From an optimization exercise on the open Yosys and OpenROAD flow, aimed at small area and a short achievable clock period; shortcuts taken in it are not production practice. Only simulation tests tie the RTL to the original design; equivalence was not proved.

==> inputs of garnet <==
## FirSymmetry
module FirSymmetry (
  input               io_input_valid,
  output              io_input_ready,
  input      [7:0]    io_input_payload,
  output              io_output_valid,
  input               io_output_ready,
  output     [21:0]   io_output_payload,
  input               clk,
  input               reset
);
==> flow/config.mk <==
export PLATFORM = sky130hd
export DESIGN_NAME = FirSymmetry
export DESIGN_NICKNAME = FirSymmetry
export VERILOG_FILES = /design/flow/design.v
export SDC_FILE = /design/flow/constraint.sdc
export NUM_CORES = 4
export LEC_CHECK = 0
export CAP_MARGIN = 20
export CORE_MARGIN = 2
export CORE_UTILIZATION = 40
export SLEW_MARGIN = 20
export SYNTH_HIERARCHICAL = 1
==> flow/constraint.sdc <==
create_clock -name core_clock -period 18.0 [get_ports {clk}]
set_input_delay 3.6000 -clock core_clock [delete_from_list [all_inputs] [get_ports {clk}]]
set_output_delay 3.6000 -clock core_clock [all_outputs]
set_load 0.01 [all_outputs]
standard.sh (not shown) runs the stock make flow with config.mk's settings and CLKGATE_MAP_FILE= SYNTH_SCRIPT=/design/flow/synth_recipe.tcl, a recipe that flattens the netlist after the stock synthesis.
==> flow/flow/run.sh <==
#!/bin/bash
# Standard ORFS layout with three changes to how the control paths are laid out:
#  - every port buffer is a buf_2 (the resizer's default pick is a slow delay buffer),
#  - the five control pins (valid/ready/reset) are placed next to each other,
#  - before detailed placement, the shift-enable buffer tree under io_output_ready
#    is moved behind one extra buffer, so the port buffer only drives
#    io_input_ready's buffer, the io_output_valid gate and that tree buffer.
# Each step's full output is in standard.log (and ORFS's own logs under orfs/logs).
set -euo pipefail
HERE=$(pwd)
export BUFFER_PORTS_ARGS="-buffer_cell sky130_fd_sc_hd__buf_2"
export PRE_IO_PLACEMENT_TCL=$HERE/flow/io_pins.tcl
export PRE_DETAIL_PLACE_TCL=$HERE/flow/io_fix.tcl
bash standard.sh finish > standard.log 2>&1
==> flow/flow/io_fix.tcl <==
# Isolate the io_output_ready port buffer from the shift-enable buffer tree.
set block [ord::get_db_block]
proc driver_inst_of_net {net} {
  foreach it [$net getITerms] {
    if {[$it isOutputSignal]} { return [$it getInst] }
  }
  return ""
}
proc port_load_inst {port} {
  set bt [[ord::get_db_block] findBTerm $port]
  set net [$bt getNet]
  foreach it [$net getITerms] { return [$it getInst] }
}
proc port_driver_inst {port} {
  set bt [[ord::get_db_block] findBTerm $port]
  return [driver_inst_of_net [$bt getNet]]
}
set ibuf [port_load_inst io_output_ready]
set onet ""
foreach it [$ibuf getITerms] {
  if {[$it isOutputSignal]} { set onet [$it getNet] }
}
# cells in the fan-in of the io_output_valid and io_input_ready port buffers
set keep {}
foreach p {io_output_valid io_input_ready} {
  set ob [port_driver_inst $p]
  lappend keep [$ob getName]
  # walk back two levels of logic from the output buffer
  set frontier [list $ob]
  for {set lvl 0} {$lvl < 3} {incr lvl} {
    set next {}
    foreach inst $frontier {
      foreach it [$inst getITerms] {
        if {[$it isInputSignal]} {
          set n [$it getNet]
          if {$n eq "NULL" || $n eq ""} continue
          set d [driver_inst_of_net $n]
          if {$d ne "" && [$d getName] ne [$ibuf getName]} {
            lappend next $d
            lappend keep [$d getName]
          }
        }
      }
    }
    set frontier $next
  }
}
set loads {}
foreach it [$onet getITerms] {
  if {[$it isInputSignal]} {
    set inst [$it getInst]
    if {[lsearch -exact $keep [$inst getName]] < 0} {
      lappend loads "[$inst getName]/[[$it getMTerm] getName]"
    }
  }
}
puts "io_fix: [$ibuf getName] drives [llength [$onet getITerms]] pins; moving [llength $loads] behind a new buffer"
if {[llength $loads] > 0} {
  insert_buffer -buffer_cell sky130_fd_sc_hd__buf_12 -net [$onet getName] -load_pins $loads -buffer_name en_tree_root
}
Other scripts of this flow, unchanged in this note and not shown: flow/flow/io_pins.tcl
==> pepper: changes against garnet <==
==> flow/flow/io_fix.tcl (replaced) <==
# Runs before detailed placement (PRE_DETAIL_PLACE_TCL), after the resizer has
# buffered the design.  It shortens the combinational port-to-port paths
# (io_output_ready -> io_input_ready, and the valid/ready/reset -> io_output_valid
# gate), which the flow leaves slow because they meet the 18 ns clock easily:
#  - the io_output_ready port buffer keeps only the loads on those paths; the
#    shift-enable buffer tree is moved behind one new buffer,
#  - the gates on those paths get drive strength 2, their port buffers buf_4.
set db [ord::get_db]
set block [ord::get_db_block]

proc driver_of_net {net} {
  foreach it [$net getITerms] {
    if {[$it isOutputSignal]} { return [$it getInst] }
  }
  return ""
}
proc is_seq {inst} {
  return [[$inst getMaster] isSequential]
}
proc port_net {port} {
  return [[[ord::get_db_block] findBTerm $port] getNet]
}
proc out_net {inst} {
  foreach it [$inst getITerms] {
    if {[$it isOutputSignal]} { return [$it getNet] }
  }
  return ""
}
proc upsize {inst cell} {
  set m [[ord::get_db] findMaster $cell]
  if {$m eq "NULL" || $m eq ""} { return }
  if {[[$inst getMaster] getName] eq $cell} { return }
  puts "io_fix: [$inst getName] [[$inst getMaster] getName] -> $cell"
  replace_cell [get_cells [$inst getName]] $cell
}

# port buffers
set inbuf {}
foreach p {io_input_valid io_output_ready reset} {
  foreach it [[port_net $p] getITerms] { dict set inbuf $p [$it getInst] }
}
set outbuf {}
foreach p {io_output_valid io_input_ready} {
  dict set outbuf $p [driver_of_net [port_net $p]]
}
set portbufs {}
foreach {p i} $inbuf { lappend portbufs [$i getName] }
foreach {p i} $outbuf { lappend portbufs [$i getName] }

# combinational cells between the port buffers and the two outputs
set keep {}
foreach {p ob} $outbuf {
  set frontier [list $ob]
  for {set lvl 0} {$lvl < 4} {incr lvl} {
    set next {}
    foreach inst $frontier {
      if {[lsearch -exact $portbufs [$inst getName]] >= 0 && $inst ne $ob} continue
      foreach it [$inst getITerms] {
        if {![$it isInputSignal]} continue
        set n [$it getNet]
        if {$n eq "NULL" || $n eq ""} continue
        set d [driver_of_net $n]
        if {$d eq "" || [is_seq $d]} continue
        if {[lsearch -exact $keep [$d getName]] < 0} {
          lappend keep [$d getName]
          lappend next $d
        }
      }
    }
    set frontier $next
  }
}
puts "io_fix: control path cells: $keep"

# isolate the shift-enable tree
set ibuf [dict get $inbuf io_output_ready]
set onet [out_net $ibuf]
set loads {}
set nkeep 0
foreach pin [get_pins -of_objects [get_nets [$onet getName]]] {
  if {[get_property $pin direction] ne "input"} continue
  set iname [get_full_name [get_cells -of_objects $pin]]
  if {[lsearch -exact $keep $iname] < 0 && [lsearch -exact $portbufs $iname] < 0} {
    lappend loads $pin
  } else {
    incr nkeep
  }
}
puts "io_fix: [$ibuf getName] keeps $nkeep loads, [llength $loads] move behind en_tree_root"
if {[llength $loads] > 0} {
  insert_buffer -buffer_cell sky130_fd_sc_hd__buf_12 -net [get_nets [$onet getName]] \
    -load_pins $loads -buffer_name en_tree_root
}

# sizes
foreach name $keep {
  set inst [$block findInst $name]
  if {[lsearch -exact $portbufs $name] >= 0} continue
  set mname [[$inst getMaster] getName]
  if {[regexp {^(sky130_fd_sc_hd__\w+?)_(0|1)$} $mname -> base]} {
    upsize $inst ${base}_2
  }
}
foreach p {io_input_valid reset} { upsize [dict get $inbuf $p] sky130_fd_sc_hd__buf_4 }
foreach p {io_output_valid io_input_ready} { upsize [dict get $outbuf $p] sky130_fd_sc_hd__buf_4 }
- CTS_BUF_LIST: unset -> sky130_fd_sc_hd__clkbuf_16
- CTS_CLUSTER_DIAMETER: unset -> 120
- CTS_CLUSTER_SIZE: unset -> 22
==> qor summary <==
quantity	pepper	garnet
Initial Utilization	40.45%	40.45%
Async S/R FF share, synth	0.8565%	0.8565%
Top flip-flop cell by instance count after synthesis	edfxtp_1	edfxtp_1
Multiplexer share of the synthesized area	0.04114%	0.04114%
Compound-gate portion of the synthesized area	0.7997%	0.7997%
Number of enable flip-flop cells after synthesis	926	926
Number of buffers inserted by port buffering	35	35
Count of yosys warnings during synthesis	7	7
Number of distinct standard cells referenced by the synthesized netlist	45	45
Cell accounting for the most synthesized area	edfxtp_1	edfxtp_1
Status	finished clean	did not finish
Stage where the flow stopped	-	3_5_place_dp
Placement Rows	127	127
Synthesized area per cell	22.65 um^2	22.65 um^2
Xor/xnor cell area share of the yosys netlist	0.2674%	0.2674%
Top Ports	36	36
Area share of fa/ha/maj cells after synthesis	39.98%	39.98%
Most common cell in the synthesized netlist	fa_1	fa_1
Area share of the leading cell type in the synthesized netlist	57.14%	57.14%
Part of the Yosys area used for sequential elements	57.55%	57.55%
Count of mapped cells out of synthesis	2,148	2,148
Synthesized flop and latch total	934	934
Overall die height	352.8 um	352.8 um
Die span in x	352.8 um	352.8 um
Final Wtd Congestion	0.9216	0.9216

==> port drivers added, routing unchanged <==
In the flow no input, the clock included, has a driving cell. The finished layout below was timed again as built, in two steps.
Step 1: set_driving_cell puts a clkbuf_16 on clk and a buf_2 on each other input, an assumption about the parent block.
Step 2 moves the port delays by t, midway between the first and last clock arrival at a register: inputs arrive t later, outputs are due t later. That takes back most of the time a late clock gives input paths.
a / b / c = ideal ports / drivers / drivers and shift; a / b = the first two.
run: pepper
t (ns): 0.728
setup WS [ns]: 10.256 / 10.226 / 10.226
hold slack, ns: 0.419 / 0.419 / 0.419
worst data-port slew with drivers (ns): 0.05
pins driven straight from the clock port: 1
After both steps setup and hold are still met in pepper. The setup slack of pepper moves by -0.030 ns with the drivers and by -0.030 ns with both steps.
